Background: an optimization exercise with open tools, aiming at small area and a short achievable clock period. Do not read the settings as production practice. Function not checked in this run: the RTL went through the layout flow alone. Power and IR drop assume default switching activity.

[design.v]
`timescale 1ns/1ps
module mac (
    input clk,
    input rst,
    input [15:0] a,
    input [15:0] b,
    input [31:0] acc_in,
    output [31:0] acc_out
);
reg [15:0] ar;
reg [7:0] one_r, two_r, neg_r;
reg b15r;
wire one0 = one_r[0];
wire two0 = two_r[0];
wire neg0 = neg_r[0];
wire one1 = one_r[1];
wire two1 = two_r[1];
wire neg1 = neg_r[1];
wire one2 = one_r[2];
wire two2 = two_r[2];
wire neg2 = neg_r[2];
wire one3 = one_r[3];
wire two3 = two_r[3];
wire neg3 = neg_r[3];
wire one4 = one_r[4];
wire two4 = two_r[4];
wire neg4 = neg_r[4];
wire one5 = one_r[5];
wire two5 = two_r[5];
wire neg5 = neg_r[5];
wire one6 = one_r[6];
wire two6 = two_r[6];
wire neg6 = neg_r[6];
wire one7 = one_r[7];
wire two7 = two_r[7];
wire neg7 = neg_r[7];
reg [59:0] e2;
reg [31:0] pr;
reg v1, v2, v3;
wire one_d0 = b[0] ^ 1'b0;
wire two_d0 = (b[1] & ~b[0] & ~1'b0) | (~b[1] & b[0] & 1'b0);
wire neg_d0 = b[1];
wire one_d1 = b[2] ^ b[1];
wire two_d1 = (b[3] & ~b[2] & ~b[1]) | (~b[3] & b[2] & b[1]);
wire neg_d1 = b[3];
wire one_d2 = b[4] ^ b[3];
wire two_d2 = (b[5] & ~b[4] & ~b[3]) | (~b[5] & b[4] & b[3]);
wire neg_d2 = b[5];
wire one_d3 = b[6] ^ b[5];
wire two_d3 = (b[7] & ~b[6] & ~b[5]) | (~b[7] & b[6] & b[5]);
wire neg_d3 = b[7];
wire one_d4 = b[8] ^ b[7];
wire two_d4 = (b[9] & ~b[8] & ~b[7]) | (~b[9] & b[8] & b[7]);
wire neg_d4 = b[9];
wire one_d5 = b[10] ^ b[9];
wire two_d5 = (b[11] & ~b[10] & ~b[9]) | (~b[11] & b[10] & b[9]);
wire neg_d5 = b[11];
wire one_d6 = b[12] ^ b[11];
wire two_d6 = (b[13] & ~b[12] & ~b[11]) | (~b[13] & b[12] & b[11]);
wire neg_d6 = b[13];
wire one_d7 = b[14] ^ b[13];
wire two_d7 = (b[15] & ~b[14] & ~b[13]) | (~b[15] & b[14] & b[13]);
wire neg_d7 = b[15];
wire pp0_0 = (one0 & ar[0]) ^ neg0;
wire pp0_1 = ((one0 & ar[1]) | (two0 & ar[0])) ^ neg0;
wire pp0_2 = ((one0 & ar[2]) | (two0 & ar[1])) ^ neg0;
wire pp0_3 = ((one0 & ar[3]) | (two0 & ar[2])) ^ neg0;
wire pp0_4 = ((one0 & ar[4]) | (two0 & ar[3])) ^ neg0;
wire pp0_5 = ((one0 & ar[5]) | (two0 & ar[4])) ^ neg0;
wire pp0_6 = ((one0 & ar[6]) | (two0 & ar[5])) ^ neg0;
wire pp0_7 = ((one0 & ar[7]) | (two0 & ar[6])) ^ neg0;
wire pp0_8 = ((one0 & ar[8]) | (two0 & ar[7])) ^ neg0;
wire pp0_9 = ((one0 & ar[9]) | (two0 & ar[8])) ^ neg0;
wire pp0_10 = ((one0 & ar[10]) | (two0 & ar[9])) ^ neg0;
wire pp0_11 = ((one0 & ar[11]) | (two0 & ar[10])) ^ neg0;
wire pp0_12 = ((one0 & ar[12]) | (two0 & ar[11])) ^ neg0;
wire pp0_13 = ((one0 & ar[13]) | (two0 & ar[12])) ^ neg0;
wire pp0_14 = ((one0 & ar[14]) | (two0 & ar[13])) ^ neg0;
wire pp0_15 = ((one0 & ar[15]) | (two0 & ar[14])) ^ neg0;
wire pp0_16 = (two0 & ar[15]) ^ neg0;
wire nsg0 = ~neg0;
wire pp1_0 = (one1 & ar[0]) ^ neg1;
wire pp1_1 = ((one1 & ar[1]) | (two1 & ar[0])) ^ neg1;
wire pp1_2 = ((one1 & ar[2]) | (two1 & ar[1])) ^ neg1;
wire pp1_3 = ((one1 & ar[3]) | (two1 & ar[2])) ^ neg1;
wire pp1_4 = ((one1 & ar[4]) | (two1 & ar[3])) ^ neg1;
wire pp1_5 = ((one1 & ar[5]) | (two1 & ar[4])) ^ neg1;
wire pp1_6 = ((one1 & ar[6]) | (two1 & ar[5])) ^ neg1;
wire pp1_7 = ((one1 & ar[7]) | (two1 & ar[6])) ^ neg1;
wire pp1_8 = ((one1 & ar[8]) | (two1 & ar[7])) ^ neg1;
wire pp1_9 = ((one1 & ar[9]) | (two1 & ar[8])) ^ neg1;
wire pp1_10 = ((one1 & ar[10]) | (two1 & ar[9])) ^ neg1;
wire pp1_11 = ((one1 & ar[11]) | (two1 & ar[10])) ^ neg1;
wire pp1_12 = ((one1 & ar[12]) | (two1 & ar[11])) ^ neg1;
wire pp1_13 = ((one1 & ar[13]) | (two1 & ar[12])) ^ neg1;
wire pp1_14 = ((one1 & ar[14]) | (two1 & ar[13])) ^ neg1;
wire pp1_15 = ((one1 & ar[15]) | (two1 & ar[14])) ^ neg1;
wire pp1_16 = (two1 & ar[15]) ^ neg1;
wire nsg1 = ~neg1;
wire pp2_0 = (one2 & ar[0]) ^ neg2;
wire pp2_1 = ((one2 & ar[1]) | (two2 & ar[0])) ^ neg2;
wire pp2_2 = ((one2 & ar[2]) | (two2 & ar[1])) ^ neg2;
wire pp2_3 = ((one2 & ar[3]) | (two2 & ar[2])) ^ neg2;
wire pp2_4 = ((one2 & ar[4]) | (two2 & ar[3])) ^ neg2;
wire pp2_5 = ((one2 & ar[5]) | (two2 & ar[4])) ^ neg2;
wire pp2_6 = ((one2 & ar[6]) | (two2 & ar[5])) ^ neg2;
wire pp2_7 = ((one2 & ar[7]) | (two2 & ar[6])) ^ neg2;
wire pp2_8 = ((one2 & ar[8]) | (two2 & ar[7])) ^ neg2;
wire pp2_9 = ((one2 & ar[9]) | (two2 & ar[8])) ^ neg2;
wire pp2_10 = ((one2 & ar[10]) | (two2 & ar[9])) ^ neg2;
wire pp2_11 = ((one2 & ar[11]) | (two2 & ar[10])) ^ neg2;
wire pp2_12 = ((one2 & ar[12]) | (two2 & ar[11])) ^ neg2;
wire pp2_13 = ((one2 & ar[13]) | (two2 & ar[12])) ^ neg2;
wire pp2_14 = ((one2 & ar[14]) | (two2 & ar[13])) ^ neg2;
wire pp2_15 = ((one2 & ar[15]) | (two2 & ar[14])) ^ neg2;
wire pp2_16 = (two2 & ar[15]) ^ neg2;
wire nsg2 = ~neg2;
wire pp3_0 = (one3 & ar[0]) ^ neg3;
wire pp3_1 = ((one3 & ar[1]) | (two3 & ar[0])) ^ neg3;
wire pp3_2 = ((one3 & ar[2]) | (two3 & ar[1])) ^ neg3;
wire pp3_3 = ((one3 & ar[3]) | (two3 & ar[2])) ^ neg3;
wire pp3_4 = ((one3 & ar[4]) | (two3 & ar[3])) ^ neg3;
wire pp3_5 = ((one3 & ar[5]) | (two3 & ar[4])) ^ neg3;
wire pp3_6 = ((one3 & ar[6]) | (two3 & ar[5])) ^ neg3;
wire pp3_7 = ((one3 & ar[7]) | (two3 & ar[6])) ^ neg3;
wire pp3_8 = ((one3 & ar[8]) | (two3 & ar[7])) ^ neg3;
wire pp3_9 = ((one3 & ar[9]) | (two3 & ar[8])) ^ neg3;
wire pp3_10 = ((one3 & ar[10]) | (two3 & ar[9])) ^ neg3;
wire pp3_11 = ((one3 & ar[11]) | (two3 & ar[10])) ^ neg3;
wire pp3_12 = ((one3 & ar[12]) | (two3 & ar[11])) ^ neg3;
wire pp3_13 = ((one3 & ar[13]) | (two3 & ar[12])) ^ neg3;
wire pp3_14 = ((one3 & ar[14]) | (two3 & ar[13])) ^ neg3;
wire pp3_15 = ((one3 & ar[15]) | (two3 & ar[14])) ^ neg3;
wire pp3_16 = (two3 & ar[15]) ^ neg3;
wire nsg3 = ~neg3;
wire pp4_0 = (one4 & ar[0]) ^ neg4;
wire pp4_1 = ((one4 & ar[1]) | (two4 & ar[0])) ^ neg4;
wire pp4_2 = ((one4 & ar[2]) | (two4 & ar[1])) ^ neg4;
wire pp4_3 = ((one4 & ar[3]) | (two4 & ar[2])) ^ neg4;
wire pp4_4 = ((one4 & ar[4]) | (two4 & ar[3])) ^ neg4;
wire pp4_5 = ((one4 & ar[5]) | (two4 & ar[4])) ^ neg4;
wire pp4_6 = ((one4 & ar[6]) | (two4 & ar[5])) ^ neg4;
wire pp4_7 = ((one4 & ar[7]) | (two4 & ar[6])) ^ neg4;
wire pp4_8 = ((one4 & ar[8]) | (two4 & ar[7])) ^ neg4;
wire pp4_9 = ((one4 & ar[9]) | (two4 & ar[8])) ^ neg4;
wire pp4_10 = ((one4 & ar[10]) | (two4 & ar[9])) ^ neg4;
wire pp4_11 = ((one4 & ar[11]) | (two4 & ar[10])) ^ neg4;
wire pp4_12 = ((one4 & ar[12]) | (two4 & ar[11])) ^ neg4;
wire pp4_13 = ((one4 & ar[13]) | (two4 & ar[12])) ^ neg4;
wire pp4_14 = ((one4 & ar[14]) | (two4 & ar[13])) ^ neg4;
wire pp4_15 = ((one4 & ar[15]) | (two4 & ar[14])) ^ neg4;
wire pp4_16 = (two4 & ar[15]) ^ neg4;
wire nsg4 = ~neg4;
wire pp5_0 = (one5 & ar[0]) ^ neg5;
wire pp5_1 = ((one5 & ar[1]) | (two5 & ar[0])) ^ neg5;
wire pp5_2 = ((one5 & ar[2]) | (two5 & ar[1])) ^ neg5;
wire pp5_3 = ((one5 & ar[3]) | (two5 & ar[2])) ^ neg5;
wire pp5_4 = ((one5 & ar[4]) | (two5 & ar[3])) ^ neg5;
wire pp5_5 = ((one5 & ar[5]) | (two5 & ar[4])) ^ neg5;
wire pp5_6 = ((one5 & ar[6]) | (two5 & ar[5])) ^ neg5;
wire pp5_7 = ((one5 & ar[7]) | (two5 & ar[6])) ^ neg5;
wire pp5_8 = ((one5 & ar[8]) | (two5 & ar[7])) ^ neg5;
wire pp5_9 = ((one5 & ar[9]) | (two5 & ar[8])) ^ neg5;
wire pp5_10 = ((one5 & ar[10]) | (two5 & ar[9])) ^ neg5;
wire pp5_11 = ((one5 & ar[11]) | (two5 & ar[10])) ^ neg5;
wire pp5_12 = ((one5 & ar[12]) | (two5 & ar[11])) ^ neg5;
wire pp5_13 = ((one5 & ar[13]) | (two5 & ar[12])) ^ neg5;
wire pp5_14 = ((one5 & ar[14]) | (two5 & ar[13])) ^ neg5;
wire pp5_15 = ((one5 & ar[15]) | (two5 & ar[14])) ^ neg5;
wire pp5_16 = (two5 & ar[15]) ^ neg5;
wire nsg5 = ~neg5;
wire pp6_0 = (one6 & ar[0]) ^ neg6;
wire pp6_1 = ((one6 & ar[1]) | (two6 & ar[0])) ^ neg6;
wire pp6_2 = ((one6 & ar[2]) | (two6 & ar[1])) ^ neg6;
wire pp6_3 = ((one6 & ar[3]) | (two6 & ar[2])) ^ neg6;
wire pp6_4 = ((one6 & ar[4]) | (two6 & ar[3])) ^ neg6;
wire pp6_5 = ((one6 & ar[5]) | (two6 & ar[4])) ^ neg6;
wire pp6_6 = ((one6 & ar[6]) | (two6 & ar[5])) ^ neg6;
wire pp6_7 = ((one6 & ar[7]) | (two6 & ar[6])) ^ neg6;
wire pp6_8 = ((one6 & ar[8]) | (two6 & ar[7])) ^ neg6;
wire pp6_9 = ((one6 & ar[9]) | (two6 & ar[8])) ^ neg6;
wire pp6_10 = ((one6 & ar[10]) | (two6 & ar[9])) ^ neg6;
wire pp6_11 = ((one6 & ar[11]) | (two6 & ar[10])) ^ neg6;
wire pp6_12 = ((one6 & ar[12]) | (two6 & ar[11])) ^ neg6;
wire pp6_13 = ((one6 & ar[13]) | (two6 & ar[12])) ^ neg6;
wire pp6_14 = ((one6 & ar[14]) | (two6 & ar[13])) ^ neg6;
wire pp6_15 = ((one6 & ar[15]) | (two6 & ar[14])) ^ neg6;
wire pp6_16 = (two6 & ar[15]) ^ neg6;
wire nsg6 = ~neg6;
wire pp7_0 = (one7 & ar[0]) ^ neg7;
wire pp7_1 = ((one7 & ar[1]) | (two7 & ar[0])) ^ neg7;
wire pp7_2 = ((one7 & ar[2]) | (two7 & ar[1])) ^ neg7;
wire pp7_3 = ((one7 & ar[3]) | (two7 & ar[2])) ^ neg7;
wire pp7_4 = ((one7 & ar[4]) | (two7 & ar[3])) ^ neg7;
wire pp7_5 = ((one7 & ar[5]) | (two7 & ar[4])) ^ neg7;
wire pp7_6 = ((one7 & ar[6]) | (two7 & ar[5])) ^ neg7;
wire pp7_7 = ((one7 & ar[7]) | (two7 & ar[6])) ^ neg7;
wire pp7_8 = ((one7 & ar[8]) | (two7 & ar[7])) ^ neg7;
wire pp7_9 = ((one7 & ar[9]) | (two7 & ar[8])) ^ neg7;
wire pp7_10 = ((one7 & ar[10]) | (two7 & ar[9])) ^ neg7;
wire pp7_11 = ((one7 & ar[11]) | (two7 & ar[10])) ^ neg7;
wire pp7_12 = ((one7 & ar[12]) | (two7 & ar[11])) ^ neg7;
wire pp7_13 = ((one7 & ar[13]) | (two7 & ar[12])) ^ neg7;
wire pp7_14 = ((one7 & ar[14]) | (two7 & ar[13])) ^ neg7;
wire pp7_15 = ((one7 & ar[15]) | (two7 & ar[14])) ^ neg7;
wire pp7_16 = (two7 & ar[15]) ^ neg7;
wire nsg7 = ~neg7;
wire pp8_0 = ar[0] & b15r;
wire pp8_1 = ar[1] & b15r;
wire pp8_2 = ar[2] & b15r;
wire pp8_3 = ar[3] & b15r;
wire pp8_4 = ar[4] & b15r;
wire pp8_5 = ar[5] & b15r;
wire pp8_6 = ar[6] & b15r;
wire pp8_7 = ar[7] & b15r;
wire pp8_8 = ar[8] & b15r;
wire pp8_9 = ar[9] & b15r;
wire pp8_10 = ar[10] & b15r;
wire pp8_11 = ar[11] & b15r;
wire pp8_12 = ar[12] & b15r;
wire pp8_13 = ar[13] & b15r;
wire pp8_14 = ar[14] & b15r;
wire pp8_15 = ar[15] & b15r;
wire s_1 = neg1 ^ pp0_2 ^ pp1_0;
wire c_2 = (neg1 & pp0_2) | (neg1 & pp1_0) | (pp0_2 & pp1_0);
wire s_3 = pp0_3 ^ pp1_1 ^ c_2;
wire c_4 = (pp0_3 & pp1_1) | (pp0_3 & c_2) | (pp1_1 & c_2);
wire s_5 = neg2 ^ pp0_4 ^ pp1_2;
wire c_6 = (neg2 & pp0_4) | (neg2 & pp1_2) | (pp0_4 & pp1_2);
wire s_7 = pp2_0 ^ s_5 ^ c_4;
wire c_8 = (pp2_0 & s_5) | (pp2_0 & c_4) | (s_5 & c_4);
wire s_9 = pp0_5 ^ pp1_3 ^ pp2_1;
wire c_10 = (pp0_5 & pp1_3) | (pp0_5 & pp2_1) | (pp1_3 & pp2_1);
wire s_11 = c_6 ^ s_9 ^ c_8;
wire c_12 = (c_6 & s_9) | (c_6 & c_8) | (s_9 & c_8);
wire s_13 = neg3 ^ pp0_6 ^ pp1_4;
wire c_14 = (neg3 & pp0_6) | (neg3 & pp1_4) | (pp0_6 & pp1_4);
wire s_15 = pp2_2 ^ pp3_0 ^ c_10;
wire c_16 = (pp2_2 & pp3_0) | (pp2_2 & c_10) | (pp3_0 & c_10);
wire s_17 = s_13 ^ s_15;
wire c_18 = s_13 & s_15;
wire s_19 = pp0_7 ^ pp1_5 ^ pp2_3;
wire c_20 = (pp0_7 & pp1_5) | (pp0_7 & pp2_3) | (pp1_5 & pp2_3);
wire s_21 = pp3_1 ^ c_14 ^ s_19;
wire c_22 = (pp3_1 & c_14) | (pp3_1 & s_19) | (c_14 & s_19);
wire s_23 = c_16 ^ s_21 ^ c_18;
wire c_24 = (c_16 & s_21) | (c_16 & c_18) | (s_21 & c_18);
wire s_25 = neg4 ^ pp0_8 ^ pp1_6;
wire c_26 = (neg4 & pp0_8) | (neg4 & pp1_6) | (pp0_8 & pp1_6);
wire s_27 = pp2_4 ^ pp3_2 ^ pp4_0;
wire c_28 = (pp2_4 & pp3_2) | (pp2_4 & pp4_0) | (pp3_2 & pp4_0);
wire s_29 = c_20 ^ s_25 ^ s_27;
wire c_30 = (c_20 & s_25) | (c_20 & s_27) | (s_25 & s_27);
wire s_31 = c_22 ^ s_29;
wire c_32 = c_22 & s_29;
wire s_33 = pp0_9 ^ pp1_7 ^ pp2_5;
wire c_34 = (pp0_9 & pp1_7) | (pp0_9 & pp2_5) | (pp1_7 & pp2_5);
wire s_35 = pp3_3 ^ pp4_1 ^ c_26;
wire c_36 = (pp3_3 & pp4_1) | (pp3_3 & c_26) | (pp4_1 & c_26);
wire s_37 = c_28 ^ s_33 ^ c_30;
wire c_38 = (c_28 & s_33) | (c_28 & c_30) | (s_33 & c_30);
wire s_39 = s_35 ^ c_32 ^ s_37;
wire c_40 = (s_35 & c_32) | (s_35 & s_37) | (c_32 & s_37);
wire s_41 = neg5 ^ pp0_10 ^ pp1_8;
wire c_42 = (neg5 & pp0_10) | (neg5 & pp1_8) | (pp0_10 & pp1_8);
wire s_43 = pp2_6 ^ pp3_4 ^ pp4_2;
wire c_44 = (pp2_6 & pp3_4) | (pp2_6 & pp4_2) | (pp3_4 & pp4_2);
wire s_45 = pp5_0 ^ c_34 ^ s_41;
wire c_46 = (pp5_0 & c_34) | (pp5_0 & s_41) | (c_34 & s_41);
wire s_47 = s_43 ^ c_36 ^ s_45;
wire c_48 = (s_43 & c_36) | (s_43 & s_45) | (c_36 & s_45);
wire s_49 = c_38 ^ s_47;
wire c_50 = c_38 & s_47;
wire s_51 = pp0_11 ^ pp1_9 ^ pp2_7;
wire c_52 = (pp0_11 & pp1_9) | (pp0_11 & pp2_7) | (pp1_9 & pp2_7);
wire s_53 = pp3_5 ^ pp4_3 ^ pp5_1;
wire c_54 = (pp3_5 & pp4_3) | (pp3_5 & pp5_1) | (pp4_3 & pp5_1);
wire s_55 = c_42 ^ c_44 ^ s_51;
wire c_56 = (c_42 & c_44) | (c_42 & s_51) | (c_44 & s_51);
wire s_57 = s_53 ^ c_46 ^ s_55;
wire c_58 = (s_53 & c_46) | (s_53 & s_55) | (c_46 & s_55);
wire s_59 = c_48 ^ s_57;
wire c_60 = c_48 & s_57;
wire s_61 = neg6 ^ pp0_12 ^ pp1_10;
wire c_62 = (neg6 & pp0_12) | (neg6 & pp1_10) | (pp0_12 & pp1_10);
wire s_63 = pp2_8 ^ pp3_6 ^ pp4_4;
wire c_64 = (pp2_8 & pp3_6) | (pp2_8 & pp4_4) | (pp3_6 & pp4_4);
wire s_65 = pp5_2 ^ pp6_0 ^ c_52;
wire c_66 = (pp5_2 & pp6_0) | (pp5_2 & c_52) | (pp6_0 & c_52);
wire s_67 = c_54 ^ s_61 ^ s_63;
wire c_68 = (c_54 & s_61) | (c_54 & s_63) | (s_61 & s_63);
wire s_69 = c_56 ^ s_65 ^ s_67;
wire c_70 = (c_56 & s_65) | (c_56 & s_67) | (s_65 & s_67);
wire s_71 = c_58 ^ s_69;
wire c_72 = c_58 & s_69;
wire s_73 = pp0_13 ^ pp1_11 ^ pp2_9;
wire c_74 = (pp0_13 & pp1_11) | (pp0_13 & pp2_9) | (pp1_11 & pp2_9);
wire s_75 = pp3_7 ^ pp4_5 ^ pp5_3;
wire c_76 = (pp3_7 & pp4_5) | (pp3_7 & pp5_3) | (pp4_5 & pp5_3);
wire s_77 = pp6_1 ^ c_62 ^ c_64;
wire c_78 = (pp6_1 & c_62) | (pp6_1 & c_64) | (c_62 & c_64);
wire s_79 = s_73 ^ s_75 ^ c_66;
wire c_80 = (s_73 & s_75) | (s_73 & c_66) | (s_75 & c_66);
wire s_81 = c_68 ^ s_77 ^ s_79;
wire c_82 = (c_68 & s_77) | (c_68 & s_79) | (s_77 & s_79);
wire s_83 = neg7 ^ pp0_14 ^ pp1_12;
wire c_84 = (neg7 & pp0_14) | (neg7 & pp1_12) | (pp0_14 & pp1_12);
wire s_85 = pp2_10 ^ pp3_8 ^ pp4_6;
wire c_86 = (pp2_10 & pp3_8) | (pp2_10 & pp4_6) | (pp3_8 & pp4_6);
wire s_87 = pp5_4 ^ pp6_2 ^ pp7_0;
wire c_88 = (pp5_4 & pp6_2) | (pp5_4 & pp7_0) | (pp6_2 & pp7_0);
wire s_89 = c_74 ^ c_76 ^ s_83;
wire c_90 = (c_74 & c_76) | (c_74 & s_83) | (c_76 & s_83);
wire s_91 = s_85 ^ s_87 ^ c_78;
wire c_92 = (s_85 & s_87) | (s_85 & c_78) | (s_87 & c_78);
wire s_93 = s_89 ^ c_80 ^ s_91;
wire c_94 = (s_89 & c_80) | (s_89 & s_91) | (c_80 & s_91);
wire s_95 = pp0_15 ^ pp1_13 ^ pp2_11;
wire c_96 = (pp0_15 & pp1_13) | (pp0_15 & pp2_11) | (pp1_13 & pp2_11);
wire s_97 = pp3_9 ^ pp4_7 ^ pp5_5;
wire c_98 = (pp3_9 & pp4_7) | (pp3_9 & pp5_5) | (pp4_7 & pp5_5);
wire s_99 = pp6_3 ^ pp7_1 ^ c_84;
wire c_100 = (pp6_3 & pp7_1) | (pp6_3 & c_84) | (pp7_1 & c_84);
wire s_101 = c_86 ^ c_88 ^ s_95;
wire c_102 = (c_86 & c_88) | (c_86 & s_95) | (c_88 & s_95);
wire s_103 = s_97 ^ c_90 ^ s_99;
wire c_104 = (s_97 & c_90) | (s_97 & s_99) | (c_90 & s_99);
wire s_105 = s_101 ^ c_92 ^ s_103;
wire c_106 = (s_101 & c_92) | (s_101 & s_103) | (c_92 & s_103);
wire s_107 = pp8_0 ^ pp0_16 ^ pp1_14;
wire c_108 = (pp8_0 & pp0_16) | (pp8_0 & pp1_14) | (pp0_16 & pp1_14);
wire s_109 = pp2_12 ^ pp3_10 ^ pp4_8;
wire c_110 = (pp2_12 & pp3_10) | (pp2_12 & pp4_8) | (pp3_10 & pp4_8);
wire s_111 = pp5_6 ^ pp6_4 ^ pp7_2;
wire c_112 = (pp5_6 & pp6_4) | (pp5_6 & pp7_2) | (pp6_4 & pp7_2);
wire s_113 = c_96 ^ c_98 ^ s_107;
wire c_114 = (c_96 & c_98) | (c_96 & s_107) | (c_98 & s_107);
wire s_115 = s_109 ^ s_111 ^ c_100;
wire c_116 = (s_109 & s_111) | (s_109 & c_100) | (s_111 & c_100);
wire s_117 = c_102 ^ s_113 ^ c_104;
wire c_118 = (c_102 & s_113) | (c_102 & c_104) | (s_113 & c_104);
wire s_119 = ~(nsg0 ^ pp8_1);
wire c_120 = nsg0 | pp8_1;
wire s_121 = s_119 ^ pp1_15 ^ pp2_13;
wire c_122 = (s_119 & pp1_15) | (s_119 & pp2_13) | (pp1_15 & pp2_13);
wire s_123 = pp3_11 ^ pp4_9 ^ pp5_7;
wire c_124 = (pp3_11 & pp4_9) | (pp3_11 & pp5_7) | (pp4_9 & pp5_7);
wire s_125 = pp6_5 ^ pp7_3 ^ c_108;
wire c_126 = (pp6_5 & pp7_3) | (pp6_5 & c_108) | (pp7_3 & c_108);
wire s_127 = c_110 ^ c_112 ^ s_121;
wire c_128 = (c_110 & c_112) | (c_110 & s_121) | (c_112 & s_121);
wire s_129 = s_123 ^ c_114 ^ s_125;
wire c_130 = (s_123 & c_114) | (s_123 & s_125) | (c_114 & s_125);
wire s_131 = s_127 ^ c_116 ^ s_129;
wire c_132 = (s_127 & c_116) | (s_127 & s_129) | (c_116 & s_129);
wire s_133 = ~(pp8_2 ^ c_120);
wire c_134 = pp8_2 | c_120;
wire s_135 = pp1_16 ^ pp2_14 ^ pp3_12;
wire c_136 = (pp1_16 & pp2_14) | (pp1_16 & pp3_12) | (pp2_14 & pp3_12);
wire s_137 = pp4_10 ^ pp5_8 ^ pp6_6;
wire c_138 = (pp4_10 & pp5_8) | (pp4_10 & pp6_6) | (pp5_8 & pp6_6);
wire s_139 = pp7_4 ^ s_133 ^ c_122;
wire c_140 = (pp7_4 & s_133) | (pp7_4 & c_122) | (s_133 & c_122);
wire s_141 = c_124 ^ s_135 ^ s_137;
wire c_142 = (c_124 & s_135) | (c_124 & s_137) | (s_135 & s_137);
wire s_143 = c_126 ^ c_128 ^ s_139;
wire c_144 = (c_126 & c_128) | (c_126 & s_139) | (c_128 & s_139);
wire s_145 = s_141 ^ c_130 ^ s_143;
wire c_146 = (s_141 & c_130) | (s_141 & s_143) | (c_130 & s_143);
wire s_147 = nsg1 ^ pp8_3 ^ pp2_15;
wire c_148 = (nsg1 & pp8_3) | (nsg1 & pp2_15) | (pp8_3 & pp2_15);
wire s_149 = pp3_13 ^ pp4_11 ^ pp5_9;
wire c_150 = (pp3_13 & pp4_11) | (pp3_13 & pp5_9) | (pp4_11 & pp5_9);
wire s_151 = pp6_7 ^ pp7_5 ^ c_134;
wire c_152 = (pp6_7 & pp7_5) | (pp6_7 & c_134) | (pp7_5 & c_134);
wire s_153 = c_136 ^ c_138 ^ s_147;
wire c_154 = (c_136 & c_138) | (c_136 & s_147) | (c_138 & s_147);
wire s_155 = s_149 ^ s_151 ^ c_140;
wire c_156 = (s_149 & s_151) | (s_149 & c_140) | (s_151 & c_140);
wire s_157 = c_142 ^ s_153 ^ c_144;
wire c_158 = (c_142 & s_153) | (c_142 & c_144) | (s_153 & c_144);
wire s_159 = ~(pp8_4 ^ pp2_16);
wire c_160 = pp8_4 | pp2_16;
wire s_161 = pp3_14 ^ pp4_12 ^ pp5_10;
wire c_162 = (pp3_14 & pp4_12) | (pp3_14 & pp5_10) | (pp4_12 & pp5_10);
wire s_163 = pp6_8 ^ pp7_6 ^ s_159;
wire c_164 = (pp6_8 & pp7_6) | (pp6_8 & s_159) | (pp7_6 & s_159);
wire s_165 = c_148 ^ c_150 ^ s_161;
wire c_166 = (c_148 & c_150) | (c_148 & s_161) | (c_150 & s_161);
wire s_167 = c_152 ^ s_163 ^ c_154;
wire c_168 = (c_152 & s_163) | (c_152 & c_154) | (s_163 & c_154);
wire s_169 = s_165 ^ c_156 ^ s_167;
wire c_170 = (s_165 & c_156) | (s_165 & s_167) | (c_156 & s_167);
wire s_171 = nsg2 ^ pp8_5 ^ pp3_15;
wire c_172 = (nsg2 & pp8_5) | (nsg2 & pp3_15) | (pp8_5 & pp3_15);
wire s_173 = pp4_13 ^ pp5_11 ^ pp6_9;
wire c_174 = (pp4_13 & pp5_11) | (pp4_13 & pp6_9) | (pp5_11 & pp6_9);
wire s_175 = pp7_7 ^ c_160 ^ c_162;
wire c_176 = (pp7_7 & c_160) | (pp7_7 & c_162) | (c_160 & c_162);
wire s_177 = s_171 ^ s_173 ^ c_164;
wire c_178 = (s_171 & s_173) | (s_171 & c_164) | (s_173 & c_164);
wire s_179 = c_166 ^ s_175 ^ s_177;
wire c_180 = (c_166 & s_175) | (c_166 & s_177) | (s_175 & s_177);
wire s_181 = ~(pp8_6 ^ pp3_16);
wire c_182 = pp8_6 | pp3_16;
wire s_183 = pp4_14 ^ pp5_12 ^ pp6_10;
wire c_184 = (pp4_14 & pp5_12) | (pp4_14 & pp6_10) | (pp5_12 & pp6_10);
wire s_185 = pp7_8 ^ s_181 ^ c_172;
wire c_186 = (pp7_8 & s_181) | (pp7_8 & c_172) | (s_181 & c_172);
wire s_187 = c_174 ^ s_183 ^ c_176;
wire c_188 = (c_174 & s_183) | (c_174 & c_176) | (s_183 & c_176);
wire s_189 = s_185 ^ c_178 ^ s_187;
wire c_190 = (s_185 & c_178) | (s_185 & s_187) | (c_178 & s_187);
wire s_191 = nsg3 ^ pp8_7 ^ pp4_15;
wire c_192 = (nsg3 & pp8_7) | (nsg3 & pp4_15) | (pp8_7 & pp4_15);
wire s_193 = pp5_13 ^ pp6_11 ^ pp7_9;
wire c_194 = (pp5_13 & pp6_11) | (pp5_13 & pp7_9) | (pp6_11 & pp7_9);
wire s_195 = c_182 ^ c_184 ^ s_191;
wire c_196 = (c_182 & c_184) | (c_182 & s_191) | (c_184 & s_191);
wire s_197 = s_193 ^ c_186 ^ s_195;
wire c_198 = (s_193 & c_186) | (s_193 & s_195) | (c_186 & s_195);
wire s_199 = c_188 ^ s_197;
wire c_200 = c_188 & s_197;
wire s_201 = ~(pp8_8 ^ pp4_16);
wire c_202 = pp8_8 | pp4_16;
wire s_203 = pp5_14 ^ pp6_12 ^ pp7_10;
wire c_204 = (pp5_14 & pp6_12) | (pp5_14 & pp7_10) | (pp6_12 & pp7_10);
wire s_205 = s_201 ^ c_192 ^ c_194;
wire c_206 = (s_201 & c_192) | (s_201 & c_194) | (c_192 & c_194);
wire s_207 = s_203 ^ c_196 ^ s_205;
wire c_208 = (s_203 & c_196) | (s_203 & s_205) | (c_196 & s_205);
wire s_209 = c_198 ^ s_207;
wire c_210 = c_198 & s_207;
wire s_211 = nsg4 ^ pp8_9 ^ pp5_15;
wire c_212 = (nsg4 & pp8_9) | (nsg4 & pp5_15) | (pp8_9 & pp5_15);
wire s_213 = pp6_13 ^ pp7_11 ^ c_202;
wire c_214 = (pp6_13 & pp7_11) | (pp6_13 & c_202) | (pp7_11 & c_202);
wire s_215 = c_204 ^ s_211 ^ s_213;
wire c_216 = (c_204 & s_211) | (c_204 & s_213) | (s_211 & s_213);
wire s_217 = c_206 ^ s_215 ^ c_208;
wire c_218 = (c_206 & s_215) | (c_206 & c_208) | (s_215 & c_208);
wire s_219 = ~(pp8_10 ^ pp5_16);
wire c_220 = pp8_10 | pp5_16;
wire s_221 = pp6_14 ^ pp7_12 ^ s_219;
wire c_222 = (pp6_14 & pp7_12) | (pp6_14 & s_219) | (pp7_12 & s_219);
wire s_223 = c_212 ^ c_214 ^ s_221;
wire c_224 = (c_212 & c_214) | (c_212 & s_221) | (c_214 & s_221);
wire s_225 = c_216 ^ s_223;
wire c_226 = c_216 & s_223;
wire s_227 = nsg5 ^ pp8_11 ^ pp6_15;
wire c_228 = (nsg5 & pp8_11) | (nsg5 & pp6_15) | (pp8_11 & pp6_15);
wire s_229 = pp7_13 ^ c_220 ^ s_227;
wire c_230 = (pp7_13 & c_220) | (pp7_13 & s_227) | (c_220 & s_227);
wire s_231 = c_222 ^ s_229 ^ c_224;
wire c_232 = (c_222 & s_229) | (c_222 & c_224) | (s_229 & c_224);
wire s_233 = ~(pp8_12 ^ pp6_16);
wire c_234 = pp8_12 | pp6_16;
wire s_235 = pp7_14 ^ s_233 ^ c_228;
wire c_236 = (pp7_14 & s_233) | (pp7_14 & c_228) | (s_233 & c_228);
wire s_237 = c_230 ^ s_235;
wire c_238 = c_230 & s_235;
wire s_239 = nsg6 ^ pp8_13 ^ pp7_15;
wire c_240 = (nsg6 & pp8_13) | (nsg6 & pp7_15) | (pp8_13 & pp7_15);
wire s_241 = c_234 ^ s_239 ^ c_236;
wire c_242 = (c_234 & s_239) | (c_234 & c_236) | (s_239 & c_236);
wire s_243 = ~(pp8_14 ^ pp7_16);
wire c_244 = pp8_14 | pp7_16;
wire s_245 = s_243 ^ c_240 ^ c_242;
wire c_246 = (s_243 & c_240) | (s_243 & c_242) | (c_240 & c_242);
wire s_247 = nsg7 ^ pp8_15 ^ c_244;
wire c_248 = (nsg7 & pp8_15) | (nsg7 & c_244) | (pp8_15 & c_244);
wire [59:0] e2_d;
assign e2_d[0] = pp0_0;
assign e2_d[1] = neg0;
assign e2_d[2] = pp0_1;
assign e2_d[3] = s_1;
assign e2_d[4] = s_3;
assign e2_d[5] = s_7;
assign e2_d[6] = s_11;
assign e2_d[7] = c_12;
assign e2_d[8] = s_17;
assign e2_d[9] = s_23;
assign e2_d[10] = c_24;
assign e2_d[11] = s_31;
assign e2_d[12] = s_39;
assign e2_d[13] = c_40;
assign e2_d[14] = s_49;
assign e2_d[15] = c_50;
assign e2_d[16] = s_59;
assign e2_d[17] = c_60;
assign e2_d[18] = s_71;
assign e2_d[19] = c_70;
assign e2_d[20] = c_72;
assign e2_d[21] = s_81;
assign e2_d[22] = c_82;
assign e2_d[23] = s_93;
assign e2_d[24] = c_94;
assign e2_d[25] = s_105;
assign e2_d[26] = s_115;
assign e2_d[27] = c_106;
assign e2_d[28] = s_117;
assign e2_d[29] = c_118;
assign e2_d[30] = s_131;
assign e2_d[31] = c_132;
assign e2_d[32] = s_145;
assign e2_d[33] = s_155;
assign e2_d[34] = c_146;
assign e2_d[35] = s_157;
assign e2_d[36] = c_158;
assign e2_d[37] = s_169;
assign e2_d[38] = c_168;
assign e2_d[39] = c_170;
assign e2_d[40] = s_179;
assign e2_d[41] = c_180;
assign e2_d[42] = s_189;
assign e2_d[43] = c_190;
assign e2_d[44] = s_199;
assign e2_d[45] = c_200;
assign e2_d[46] = s_209;
assign e2_d[47] = c_210;
assign e2_d[48] = s_217;
assign e2_d[49] = c_218;
assign e2_d[50] = s_225;
assign e2_d[51] = c_226;
assign e2_d[52] = s_231;
assign e2_d[53] = c_232;
assign e2_d[54] = s_237;
assign e2_d[55] = c_238;
assign e2_d[56] = s_241;
assign e2_d[57] = s_245;
assign e2_d[58] = c_246;
assign e2_d[59] = s_247;
wire [31:0] row0 = {e2[58], e2[57], e2[55], e2[53], e2[51], e2[49], e2[47], e2[45], e2[43], e2[41], e2[38], e2[36], e2[33], e2[31], e2[29], e2[26], e2[24], e2[22], e2[19], e2[17], e2[15], e2[13], e2[12], e2[10], e2[9], e2[7], e2[6], e2[5], e2[4], e2[3], e2[2], e2[0]};
wire [31:0] row1 = {e2[59], 1'b0, e2[56], e2[54], e2[52], e2[50], e2[48], e2[46], e2[44], e2[42], e2[39], e2[37], e2[34], e2[32], e2[30], e2[27], e2[25], e2[23], e2[20], e2[18], e2[16], e2[14], 1'b0, e2[11], 1'b0, e2[8], 1'b0, 1'b0, 1'b0, 1'b0, 1'b0, e2[1]};
wire [31:0] row2 = {1'b0, 1'b0, 1'b0, 1'b0, 1'b0, 1'b0, 1'b0, 1'b0, 1'b0, 1'b0, e2[40], 1'b0, e2[35], 1'b0, 1'b0, e2[28], 1'b0, 1'b0, e2[21], 1'b0, 1'b0, 1'b0, 1'b0, 1'b0, 1'b0, 1'b0, 1'b0, 1'b0, 1'b0, 1'b0, 1'b0, 1'b0};
wire [31:0] csx = row0 ^ row1 ^ row2;
wire [31:0] csy = {(row0[30:0] & row1[30:0]) | (row0[30:0] & row2[30:0]) | (row1[30:0] & row2[30:0]), 1'b0};
wire [31:0] prod = csx + csy;
reg [31:0] s4, s5;
always @(posedge clk) begin
    ar <= a;
    one_r <= {one_d7, one_d6, one_d5, one_d4, one_d3, one_d2, one_d1, one_d0};
    two_r <= {two_d7, two_d6, two_d5, two_d4, two_d3, two_d2, two_d1, two_d0};
    neg_r <= {neg_d7, neg_d6, neg_d5, neg_d4, neg_d3, neg_d2, neg_d1, neg_d0};
    b15r <= b[15];
    e2 <= e2_d;
    pr <= prod;
end
always @(posedge clk or posedge rst) begin
  if (rst) begin
    v1 <= 1'b0; v2 <= 1'b0; v3 <= 1'b0;
  end else begin
    v1 <= 1'b1; v2 <= v1; v3 <= v2;
  end
end
wire [31:0] pg = pr & {32{v3}};
always @(posedge clk or posedge rst) begin
  if (rst) begin
    s4 <= 32'd0; s5 <= 32'd0;
  end else begin
    s4 <= pg + acc_in; s5 <= s4;
  end
end
assign acc_out = s5;
endmodule
[run.sh]
#!/bin/bash
# synth_recipe.tcl (not shown) runs the flow's synth.tcl, then flattens the netlist and writes it again
# the make line also repeats each setting of config.mk as NAME=value (left out here)
make -C /OpenROAD-flow-scripts/flow DESIGN_CONFIG=/design/flow/config.mk WORK_HOME=/design/flow/orfs CLKGATE_MAP_FILE= SYNTH_SCRIPT=/design/flow/synth_recipe.tcl finish
[config.mk]
export PLATFORM = sky130hd
export DESIGN_NAME = mac
export DESIGN_NICKNAME = mac
export VERILOG_FILES = /design/flow/design.v
export SDC_FILE = /design/flow/constraint.sdc
export NUM_CORES = 4
export LEC_CHECK = 0
export CAP_MARGIN = 20
export CORE_MARGIN = 2
export CORE_UTILIZATION = 40
export SETUP_SLACK_MARGIN = 3.5
export SLEW_MARGIN = 20
[constraint.sdc]
create_clock -name core_clock -period 6.5 [get_ports {clk}]
set_input_delay 1.3000 -clock core_clock [delete_from_list [all_inputs] [get_ports {clk}]]
set_output_delay 1.3000 -clock core_clock [all_outputs]
set_load 0.01 [all_outputs]
==> run summary <==
## state kept, by name, indices dropped and copies added, names as in the netlist, 8 cells and up
name / cells
pr: 32
s4: 32
ar: 16
neg_r: 8
s5: 32
two_r: 8
one_r: 8
e2: 60
## stage by stage
| stage | cells | power (W) | utilization, % | hold slack, ns |
|---|---|---|---|---|
| global placement | 1742 | 0.00568 | 44.7 | 0.331 |
| global route | 1844 | 0.00770 | 49.6 | 0.356 |
| detailed placement | 1742 | 0.00574 | 44.7 | 0.335 |
| finish | 1844 | 0.00700 | 49.6 | 0.347 |
| CTS | 1799 | 0.00699 | 48.2 | 0.352 |
| floorplan | 1286 | 0.00473 | - | 0.331 |
## repair_timing
| action | CTS | global route |
|---|---|---|
| resized for setup | 119 | 63 |
| pin swaps | 41 | 43 |
| setup endpoints to repair | 63 | 30 |
| buffers inserted | 25 | 45 |
## area by class of cell
cell class | instances | area, µm²
clock buffers | 18 | 439
clock inverters | 14 | 175
fillers | 2927 | 16300
inverters | 119 | 463
multi-input cells | 883 | 8530
flip-flops and latches | 199 | 4460
well taps | 442 | 553
repair buffers | 169 | 1490
## critical path: stages
cell           delay (ns)
dlygate4sd2_1        0.26
ha_4                 0.18
a21oi_1              0.08
o21ai_2              0.17
a21oi_2              0.08
or2_1                0.24
nand4_1              0.20
nand4_1              0.21
a31oi_4              0.28
nor4_2               0.07
a311o_1              0.31
## report_power, final
group          switching (W)  total [W]  internal [W]
registers           0.000225    0.00200       0.00178
clock network       0.000546    0.00109      0.000540
logic                0.00205    0.00392       0.00186
## Yosys cell counts (all sizes together) (2+ instances only)
cell type / instances / share of area [%]
xnor2: 153 / 10
a31oi: 9 / 0.48
o211ai: 2 / 0.15
a21oi: 50 / 1.9
nand3b: 8 / 0.46
nand4: 6 / 0.29
o21a: 5 / 0.29
dfrtp: 67 / 13
nor2: 36 / 1.0
or2: 3 / 0.14
and2: 36 / 1.7
nor4: 2 / 0.21
and3: 8 / 0.38
clkbuf: 81 / 2.3
a311oi: 2 / 0.13
nor3: 6 / 0.23
nand3: 13 / 0.53
o21bai: 5 / 0.31
nor2b: 8 / 0.38
nand2b: 16 / 0.76
a31o: 2 / 0.13
xor2: 44 / 2.9
a211oi: 5 / 0.29
ha: 91 / 8.6
inv: 118 / 3.4
a22oi: 121 / 6.9
a21o: 26 / 1.5
o21ai: 40 / 1.5
o221ai: 2 / 0.18
dfxtp: 132 / 20
buf: 4 / 0.11
fa: 110 / 17
o31ai: 2 / 0.22
o22ai: 2 / 0.095
nand2: 55 / 1.6
## layer usage
layer | global-route usage (%) | wire length [µm] | vias to the layer above
li1 | - | - | 4486
met1 | 25.0 | 13700 | 4486
met2 | 29.3 | 13800 | 364
met3 | 4.17 | 2290 | 43
met4 | 5.05 | 520 | 0
met5 | 0 | 0 | -
## worst paths after layout
kind	startpoint	end	cells past startpoint
worst max-delay path	acc_in[5]	s4[29]$_DFF_PP0_	11
worst min-delay path	s4[3]$_DFF_PP0_	s5[3]$_DFF_PP0_	0
max in group asynchronous	rst	v3$_DFF_PP0_	3
worst max register to register	v3$_DFF_PP0_	s4[29]$_DFF_PP0_	11
min in group asynchronous	rst	s5[30]$_DFF_PP0_	3
worst min register to register	s4[3]$_DFF_PP0_	s5[3]$_DFF_PP0_	0
## cells by family after synthesis
| family | count (synthesis) | share of synthesized area [%] |
|---|---|---|
| AOI/OAI and AO/OA | 282 | 14.8 |
| xor gates and xnor gates | 197 | 13.1 |
| adders and majority gates | 201 | 25.4 |
| buffers and inverters | 204 | 5.82 |
| DFF | 199 | 32.8 |
| muxes | 1 | 0.0855 |
| other | 1 | 0.0285 |
| and+or+nand+nor | 201 | 7.97 |
==> flow_summary_export.csv <==
group,metric,value,unit
detailed_routing,viasPerCell,5.09,
detailed_routing,wl,30400,µm
global_route,grt_max_degree,68,
layout,drive_above_1_share,16.5,%
die,initial_core_util,40.6,%
clock_tree,clk_pin_slew,0.09,ns
place,post-dp-hpwl,20800,µm
clock_tree,clock_sinks,199,
place,place_ws,2.50,ns
sta,tightest_slew,0.827,ns
job,cap_violations,0,
clock_tree,h-tree-depth,4,
min_path,hp-class,"reg2reg",
layout,final_cell_mix,"xnor2_1, a22oi_1, inv_1",
synthesis,synth-seq-cells,199,
synthesis,syn-cell-area,13200,µm²
clock_tree,cts_buffer_depth,2,
synthesis,synth_edf_count,0,
synthesis,postSynthNetCount,1553,
clock_tree,cts_tree,"built",
global_route,grt_antenna_before_repair,0,
synthesis,synthCells,1286,
sta,finClkSkew,0.0220,ns
synthesis,yosysWarnings,1,
run_status,outcome,"complete, no violations",
detailed_routing,wl_per_cell,16.5,µm
sta,slew_violations,0,
clock_tree,root_buffer,"clkbuf_16",
power_and_ir_drop,peakVddDrop,0.232,mV
detailed_routing,drt-initial-drc-count,586,
synthesis,synthArstFlopShare,33.7,%
die,die_y,185,µm
sta,fin_crit_sh,46.9,%
die,core_area,32500,µm²
global_route,grt_usage,18.4,%
global_route,grt_overflow_total,0,
clock_tree,clkLatencyLatePin,0.44,ns
place,io_buffers,97,
layout,fin_nets,1656,
sta,fmax,0.328,GHz
critical_path,cp.arrival,3.38,ns
detailed_routing,drc_errors,0,
critical_path,path_max_fanout,5,
synthesis,avgSynthCellArea,10.2,µm²
critical_path,rrSetupSlack,3.57,ns
synthesis,dominantRegCellSynth,"dfxtp_1",
die,ios,98,
layout,diodes,0,
layout,area_delta_synth_final,22.3,%
clock_tree,cts_made_buffers,17,
synthesis,yosysSeqAreaShare,32.8,%
place,gp_congestion,0.868,
critical_path,crit_type,"in2reg",
sta,period_needed,3.05,ns
place,dpl_cell_area,14500,µm²
sta,hold_viol_final,0,
sta,tns,0,ns
global_route,grt_pass1_wl,49600,µm
global_route,grt_pass1_vias,9559,
detailed_routing,antenna_left,0,
clock_tree,ctsHoldBuffers,0,
die,placementRows,66,
sta,setup_slack,3.45,ns
synthesis,netlist-cell-type-count,63,
detailed_routing,drt_pass1_iterations,5,
layout,final_common_cell,"xnor2_1",
critical_path,endpoint_kind,"flop",
die,die_x,185,µm
detailed_routing,vias,9379,
power_and_ir_drop,p_per_area,435,nW/µm²
sta,rsz0062_at_grt,"yes",
critical_path,required,6.84,ns
power_and_ir_drop,p_leak,6.85,nW
die,dieArea,34400,µm²
critical_path,start_kind,"primary input",
sta,finalSetupViolations,0,
sta,relSlewSlack,44.9,%
layout,fin_area,16100,µm²

[afterwards: timing with drivers on the ports]
Ports are ideal in the flow. The routed layout listed here was re-timed in OpenROAD.
Step 1, drivers: a clkbuf_16 drives clk and a buf_2 each remaining input, both assumed.
Step 2 adds t to the input delays and takes it off the output delays; t is the mean of the earliest and latest rising clock arrival at the registers after step 1. Input paths then give back, and output paths get back, about the clock's delay inside the block.
Three values: ideal, step 1, step 2; two values: the first two.
t, ns: 0.480
setup WS [ns]: 3.453 / 3.474 / 2.994
hold slack, ns: 0.347 / 0.347 / 0.347
After both steps this run still meets setup and hold. The setup slack of this run moves by +0.021 ns with the drivers and by -0.459 ns with both steps.
